This is an optimization exercise on Yosys and OpenROAD, whose aim is small area, a short achievable clock period and few clock cycles per item, not a production implementation.
In this exercise RTL edits were held to simulation tests only and were not proved equivalent to the original.

==> inputs of v34 <==
// systolic_array
module systolic_array #(
    parameter DATAWIDTH = 16,
    parameter N_SIZE = 4
) (
    input clk, rst_n,
    input valid_in,
    input [N_SIZE*DATAWIDTH-1:0] matrix_a_in,  
    input [N_SIZE*DATAWIDTH-1:0] matrix_b_in,  
    output reg valid_out,
    output [N_SIZE*DATAWIDTH*2-1:0] matrix_out  
);
Settings: LEC_CHECK=0, CAP_MARGIN=20, CORE_MARGIN=2, CORE_UTILIZATION=40, SLEW_MARGIN=20; clock period 10.0 ns.
standard.sh (not shown) runs the stock make flow with config.mk's settings and CLKGATE_MAP_FILE= SYNTH_SCRIPT=/design/flow/synth_recipe.tcl, a recipe that flattens the netlist after the stock synthesis.
==> flow/flow/run.sh <==
#!/bin/bash
# Layout flow: the standard ORFS flow (standard.sh), run with a larger setup slack
# margin so that the repair steps push the paths well below the 10 ns clock period.
# The SDC, the period and every other setting are the standard flow's own.
set -euo pipefail
bash standard.sh SETUP_SLACK_MARGIN=6.6 BUFFER_PORTS_ARGS='-buffer_cell sky130_fd_sc_hd__buf_2' finish > standard_flow.log 2>&1
==> inputs of v35, as changes to v34 <==
--- a/flow/flow/run.sh
+++ b/flow/flow/run.sh
@@ -5,2 +5,2 @@
 set -euo pipefail
-bash standard.sh SETUP_SLACK_MARGIN=6.6 BUFFER_PORTS_ARGS='-buffer_cell sky130_fd_sc_hd__buf_2' finish > standard_flow.log 2>&1
+bash standard.sh SETUP_SLACK_MARGIN=6.6 BUFFER_PORTS_ARGS='-buffer_cell sky130_fd_sc_hd__buf_2' CORE_UTILIZATION=65 finish > standard_flow.log 2>&1
==> inputs of v14, as changes to v34 <==
--- a/flow/flow/run.sh
+++ b/flow/flow/run.sh
@@ -5,2 +5,2 @@
 set -euo pipefail
-bash standard.sh SETUP_SLACK_MARGIN=6.6 BUFFER_PORTS_ARGS='-buffer_cell sky130_fd_sc_hd__buf_2' finish > standard_flow.log 2>&1
+bash standard.sh SETUP_SLACK_MARGIN=6.3 BUFFER_PORTS_ARGS='-buffer_cell sky130_fd_sc_hd__buf_2' finish > standard_flow.log 2>&1
==> notes.md <==
Outcome: v14 complete, no violations; v34 complete, no violations; v35 complete, no violations
Layout-stage area growth over the synthesis result: v14 12.8%; v34 15.2%; v35 13.6%
Worst hold path startpoint: v14 rb1[36]; v34 ra2_2[9]; v35 rb1[52]
Hpwl dp: v14 97300 um; v34 97000 um; v35 89300 um
Seq area share: v14 32.9%; v34 32.2%; v35 32.7%
Number of non-clock buffers in the layout: v14 332; v34 383; v35 409
Final cell count without fillers: v14 6788; v34 6847; v35 6154
Total via count after detailed routing: v14 35868; v34 36086; v35 36991
Total buffers and inverters traversed by the critical path: v14 3; v34 4; v35 2
Fraction of standard cell area in multi-input logic: v14 50.7%; v34 50.2%; v35 50.8%
Placement Cell Area: v14 55900 sq um; v34 55900 sq um; v35 55000 sq um
Iteration-0 DRC count of the detailed router: v14 2790; v34 3159; v35 3534
Layout cells sized above 1: v14 15.3%; v34 17.3%; v35 17.5%
Hold Path Sink: v14 rb2[36]; v34 ra2_3[9]; v35 rb2[52]
Number of detailed-routing iterations run before antenna repair: v14 6; v34 5; v35 6
Total length of routed wires: v14 149000 um; v34 153000 um; v35 149000 um
Crit path setup slack, layout: v14 6390 ps; v34 6600 ps; v35 6640 ps
Non-Clock Buffer Area Fraction: v14 3.72%; v34 4.83%; v35 5.67%
Flop-to-flop setup slack: v14 6390 ps; v34 6600 ps; v35 6640 ps
DRT met1 WL: v14 65400 um; v34 67000 um; v35 61700 um
Testbench counts of v34, summed over its fixed seeds: cycles 14,592, matrices 768.
Testbench counts of v35, summed over its fixed seeds: cycles 14,592, matrices 768.
Testbench counts of v14, summed over its fixed seeds: cycles 14,592, matrices 768.

==> run a: inputs <==
Another version of the RTL of systolic_array (not shown whole).
==> flow/config.mk <==
export PLATFORM = sky130hd
export DESIGN_NAME = systolic_array
export DESIGN_NICKNAME = systolic_array
export VERILOG_FILES = /design/flow/design.v
export SDC_FILE = /design/flow/constraint.sdc
export NUM_CORES = 8
export LEC_CHECK = 0
export CAP_MARGIN = 20
export CORE_MARGIN = 2
export CORE_UTILIZATION = 40
export SLEW_MARGIN = 20
==> flow/constraint.sdc <==
create_clock -name core_clock -period 10.0 [get_ports {clk}]
set_input_delay 2.0000 -clock core_clock [delete_from_list [all_inputs] [get_ports {clk}]]
set_output_delay 2.0000 -clock core_clock [all_outputs]
set_load 0.01 [all_outputs]
==> flow/flow/run.sh <==
#!/bin/bash
# Layout flow: the standard ORFS flow (standard.sh) with three changes:
#  - after the standard synthesis, flow/fixpol.py removes most of the inverters that
#    Yosys' full-adder extraction leaves between full adders (each full adder may be used
#    in its inverted form, since FA(~a,~b,~c) = ~FA(a,b,c)); registers are not touched;
#  - the repair steps aim for a larger setup slack margin, so that the paths end well
#    below the 10 ns clock period; the SDC and the period are the standard flow's own;
#  - port buffers are buf_2, and the clock tree uses larger sink clusters.
set -euo pipefail
R=orfs/results/sky130hd/systolic_array/base
ARGS="SETUP_SLACK_MARGIN=6.65 CORE_UTILIZATION=65 CTS_CLUSTER_SIZE=30 CTS_CLUSTER_DIAMETER=60"
bash standard.sh synth > standard_synth.log 2>&1
cp $R/1_2_yosys.v $R/1_2_yosys.standard.v
python3 flow/fixpol.py $R/1_2_yosys.standard.v $R/1_2_yosys.v > fixpol.log 2>&1
bash standard.sh $ARGS BUFFER_PORTS_ARGS='-buffer_cell sky130_fd_sc_hd__buf_2' CTS_ARGS='-sink_clustering_enable -repair_clock_nets -sink_clustering_size 15 -sink_clustering_max_diameter 60 -sink_clustering_buffer sky130_fd_sc_hd__clkbuf_8' finish > standard_flow.log 2>&1
Other scripts of this flow, unchanged in this note and not shown: flow/flow/fixpol.py
==> inputs of run b, as changes to run a <==
--- a/flow/flow/run.sh
+++ b/flow/flow/run.sh
@@ -10,3 +10,3 @@
 R=orfs/results/sky130hd/systolic_array/base
-ARGS="SETUP_SLACK_MARGIN=6.65 CORE_UTILIZATION=65 CTS_CLUSTER_SIZE=30 CTS_CLUSTER_DIAMETER=60"
+ARGS="SETUP_SLACK_MARGIN=6.7 CORE_UTILIZATION=65 CTS_CLUSTER_SIZE=30 CTS_CLUSTER_DIAMETER=60"
 bash standard.sh synth > standard_synth.log 2>&1
==> comparison table <==
Post-cts resize count: run a 147; run b 151
Slack of the worst reg-to-reg path: run a 6.65 ns; run b 6.65 ns
Count of plain and timing-repair buffers: run a 378; run b 409
Multi-input gate share of the layout cell area: run a 0.525; run b 0.524
Peak Freq: run a 0.299 GHz; run b 0.299 GHz
Routed vias/inst: run a 6.08; run b 6.09
Fraction of area in registers: run a 0.362; run b 0.360
Met3 global-route usage: run a 0.0672; run b 0.0647
Cell Area, Placed: run a 0.0512 mm^2; run b 0.0512 mm^2
Clock network contribution to total cell area: run a 0.0315; run b 0.0301
Logic depth of the worst setup path including buffers: run a 11; run b 19
Clock-pin slew on the worst setup and hold paths: run a 0.10 ns; run b 0.09 ns
Arrival time worst endpoint: run a 3.89 ns; run b 3.94 ns
Hold Slack: run a 0.324 ns; run b 0.315 ns
Top routing layer in use: run a met4; run b met5
Filler instances: run a 5341; run b 5306
Status: run a no timing/DRC/antenna violations; run b no timing/DRC/antenna violations
Global-route met1 utilization: run a 0.435; run b 0.434
Inserted Diodes: run a 0; run b 6
Drt first-iter violations: run a 2813; run b 2846
Share of the core filled with cells in the final layout: run a 0.723; run b 0.729
Final critical-path required period: run a 3.35 ns; run b 3.35 ns
Num CTS Buffers: run a 85; run b 83
Data required time at the worst endpoint: run a 10.54 ns; run b 10.59 ns
Testbench counts of run a, summed over its fixed seeds: cycles 14,592, matrices 768.
Testbench counts of run b, summed over its fixed seeds: cycles 14,592, matrices 768.

==> 05-17 <==
systolic_array again, from the RTL that the note above started with.
==> flow/design.v (excerpt) <==
module systolic_array #(
    parameter DATAWIDTH = 16,
    parameter N_SIZE = 4
) (
    input clk, rst_n,
    input valid_in,
    input [N_SIZE*DATAWIDTH-1:0] matrix_a_in,  
    input [N_SIZE*DATAWIDTH-1:0] matrix_b_in,  
    output reg valid_out,
    output [N_SIZE*DATAWIDTH*2-1:0] matrix_out  
);
    reg [4:0] cnt;
    reg ld;          
    always @(posedge clk or negedge rst_n) begin
        if (!rst_n) begin
            cnt <= 5'd0;
            valid_out <= 1'b0;
            ld <= 1'b1;
        end else begin
            ld <= (cnt == 5'd0) || (cnt == 5'd1) || (cnt == 5'd2) || (cnt == 5'd18);
            if (cnt == 5'd0)
                cnt <= valid_in ? 5'd1 : 5'd0;
            else if (cnt == 5'd18)
                cnt <= 5'd0;
            else
                cnt <= cnt + 5'd1;
            valid_out <= (cnt == 5'd5) || (cnt == 5'd9) || (cnt == 5'd13) || (cnt == 5'd17);
        end
    end
    reg last;
    always @(posedge clk)
        last <= (cnt[1:0] == 2'd0);
    reg [15:0] ra1_0, ra1_1, ra1_2, ra1_3;
    reg [15:0] ra2_0, ra2_1, ra2_2, ra2_3;
    reg [15:0] ra3_0, ra3_1, ra3_2, ra3_3;
    reg [63:0] rb0, rb1, rb2, rb3;
    always @(posedge clk) begin
        ra1_0 <= matrix_a_in[16 +: 16];
        ra2_0 <= ld ? matrix_a_in[32 +: 16] : ra2_3;
        ra3_0 <= ld ? matrix_a_in[48 +: 16] : ra3_3;
        rb0 <= ld ? matrix_b_in : rb3;
        ra1_1 <= ra1_0; ra1_2 <= ra1_1; ra1_3 <= ra1_2;
        ra2_1 <= ra2_0; ra2_2 <= ra2_1; ra2_3 <= ra2_2;
        ra3_1 <= ra3_0; ra3_2 <= ra3_1; ra3_3 <= ra3_2;
        rb1 <= rb0; rb2 <= rb1; rb3 <= rb2;
    end
    reg [15:0] asel;
    always @(*) begin
        case (cnt[3:2])
            2'd0: asel = matrix_a_in[15:0];
            2'd1: asel = ra1_3;
            2'd2: asel = ra2_3;
            default: asel = ra3_3;
        endcase
    end
    wire [17:0] ax = {2'b00, asel};
    reg [7:0] bneg, bone, btwo;
    reg btop;
    always @(posedge clk) begin
        bneg[0] <= ax[1];
        bone[0] <= ax[0] ^ 1'b0;
        btwo[0] <= (ax[1] & ~ax[0] & ~1'b0) | (~ax[1] & ax[0] & 1'b0);
        bneg[1] <= ax[3];
  ...
Settings: LEC_CHECK=0, CAP_MARGIN=20, CORE_MARGIN=2, CORE_UTILIZATION=40, SLEW_MARGIN=20; clock period 10.0 ns.
==> flow/flow/run.sh <==
#!/bin/bash
# Layout flow: the standard ORFS flow (standard.sh) with these changes:
#  - after the standard synthesis, flow/fixpol.py removes most of the inverters that
#    Yosys' full-adder extraction leaves between full adders (each full adder may be used
#    in its inverted form, since FA(~a,~b,~c) = ~FA(a,b,c)); registers are not touched;
#  - the repair steps aim for a larger setup slack margin, so that the paths end well
#    below the 10 ns clock period; the SDC and the period are the standard flow's own;
#  - port buffers are buf_2;
#  - the clock tree clusters up to 15 sinks within 60 um under each clkbuf_8 leaf buffer
#    (CTS_ARGS; it overrides the CTS_CLUSTER_* settings).
# Each step's full output goes to a log file in this folder; ORFS keeps its own logs
# under orfs/logs.
set -euo pipefail
R=orfs/results/sky130hd/systolic_array/base
ARGS="SETUP_SLACK_MARGIN=6.65 CORE_UTILIZATION=65 CTS_CLUSTER_SIZE=30 CTS_CLUSTER_DIAMETER=60"
CTS="-sink_clustering_enable -repair_clock_nets -sink_clustering_size 15 -sink_clustering_max_diameter 60 -sink_clustering_buffer sky130_fd_sc_hd__clkbuf_8"
bash standard.sh synth > standard_synth.log 2>&1
cp $R/1_2_yosys.v $R/1_2_yosys.standard.v
python3 flow/fixpol.py $R/1_2_yosys.standard.v $R/1_2_yosys.v > fixpol.log 2>&1
bash standard.sh $ARGS BUFFER_PORTS_ARGS='-buffer_cell sky130_fd_sc_hd__buf_2' CTS_ARGS="$CTS" finish > standard_flow.log 2>&1
Other scripts of this flow, unchanged in this note and not shown: flow/flow/fixpol.py
==> 01-24: changes against 05-17 <==
--- a/flow/flow/run.sh
+++ b/flow/flow/run.sh
@@ -13,5 +13,5 @@
 set -euo pipefail
 R=orfs/results/sky130hd/systolic_array/base
-ARGS="SETUP_SLACK_MARGIN=6.65 CORE_UTILIZATION=65 CTS_CLUSTER_SIZE=30 CTS_CLUSTER_DIAMETER=60"
+ARGS="SETUP_SLACK_MARGIN=6.7 CORE_UTILIZATION=65 CTS_CLUSTER_SIZE=30 CTS_CLUSTER_DIAMETER=60"
 CTS="-sink_clustering_enable -repair_clock_nets -sink_clustering_size 15 -sink_clustering_max_diameter 60 -sink_clustering_buffer sky130_fd_sc_hd__clkbuf_8"
 bash standard.sh synth > standard_synth.log 2>&1
==> qor summary <==
|  | 01-24 | 05-17 |
|---|---|---|
| Area growth from synthesis to final layout | 11.4% | 10.5% |
| Origin of the worst min-delay path | rb1[60] | ra1_2[13] |
| Post-CTS setup buffer count | 38 | 37 |
| Final Skew | 41.1 ps | 37.6 ps |
| Global-route wire length before repair | 191000 um | 190000 um |
| Worst Hold Path EP | rb2[60] | ra1_3[13] |
| Clock tree buffer count of the final layout | 93 | 98 |
| Finished Layout Cells | 5233 | 5201 |
| Worst relative slew slack | 0.302 | 0.296 |
| Ratio of cells with drive above 1 in the final layout | 0.194 | 0.186 |
| Minimum clock period | 3350 ps | 3350 ps |
| Met1 Routed Length | 52500 um | 50900 um |
| Outcome | complete, no violations | complete, no violations |
| Maximum number of pins on one net before global-route repair | 68 | 84 |
| Worst-margin pin slew | 1050 ps | 1060 ps |
| Post-layout instance area | 55200 um^2 | 54700 um^2 |
| Amount of wire on met2 after detailed routing | 57600 um | 55900 um |
| Layout Utilization | 0.729 | 0.723 |
| Placer's final routability congestion estimate | 0.858 | 0.873 |
| FILL cells | 5306 | 5341 |
| Peak per-stage delay on the critical path | 580 ps | 560 ps |
| Multi-input gate share of the layout cell area | 0.524 | 0.525 |
| Arrival @ worst endpoint | 3940 ps | 3890 ps |
Testbench counts of 05-17, summed over its fixed seeds: cycles 14,592, matrices 768.
Testbench counts of 01-24, summed over its fixed seeds: cycles 14,592, matrices 768.

## port drivers added, routing unchanged
How much do the figures lean on ideal ports? The routed layouts below were timed once more, with nothing changed but the port constraints. Step 1, drivers: a clkbuf_16 drives clk and a buf_2 each remaining input, both assumed. Step 2 adds t to the input delays and takes it off the output delays; t is the mean of the earliest and latest rising clock arrival at the registers after step 1. Input paths then give back, and output paths get back, about the clock's delay inside the block. Three values: no drivers, after step 1, after step 2; two values: the first two.
run | t, ns | setup slack, ns | hold WS [ns] | clock arrival spread, ns | worst data-port slew with drivers (ns)
v34 | 0.810 | 6.603 / 6.603 / 6.603 | 0.312 / 0.312 / 0.312 | 0.058 / 0.057 | 0.14
v35 | 0.766 | 6.638 / 6.638 / 6.638 | 0.319 / 0.319 / 0.319 | 0.071 / 0.071 | 0.15
v14 | 0.800 | 6.395 / 6.395 / 6.395 | 0.307 / 0.307 / 0.307 | 0.082 / 0.082 | 0.13
run a | 0.697 | 6.652 / 6.652 / 6.652 | 0.324 / 0.324 / 0.324 | 0.039 / 0.039 | 0.09
run b | 0.722 | 6.653 / 6.653 / 6.653 | 0.315 / 0.315 / 0.315 | 0.044 / 0.044 | 0.08
05-17 | 0.697 | 6.652 / 6.652 / 6.652 | 0.324 / 0.324 / 0.324 | 0.039 / 0.039 | 0.09
01-24 | 0.722 | 6.653 / 6.653 / 6.653 | 0.315 / 0.315 / 0.315 | 0.044 / 0.044 | 0.08
After both steps setup and hold are still met in every run listed.
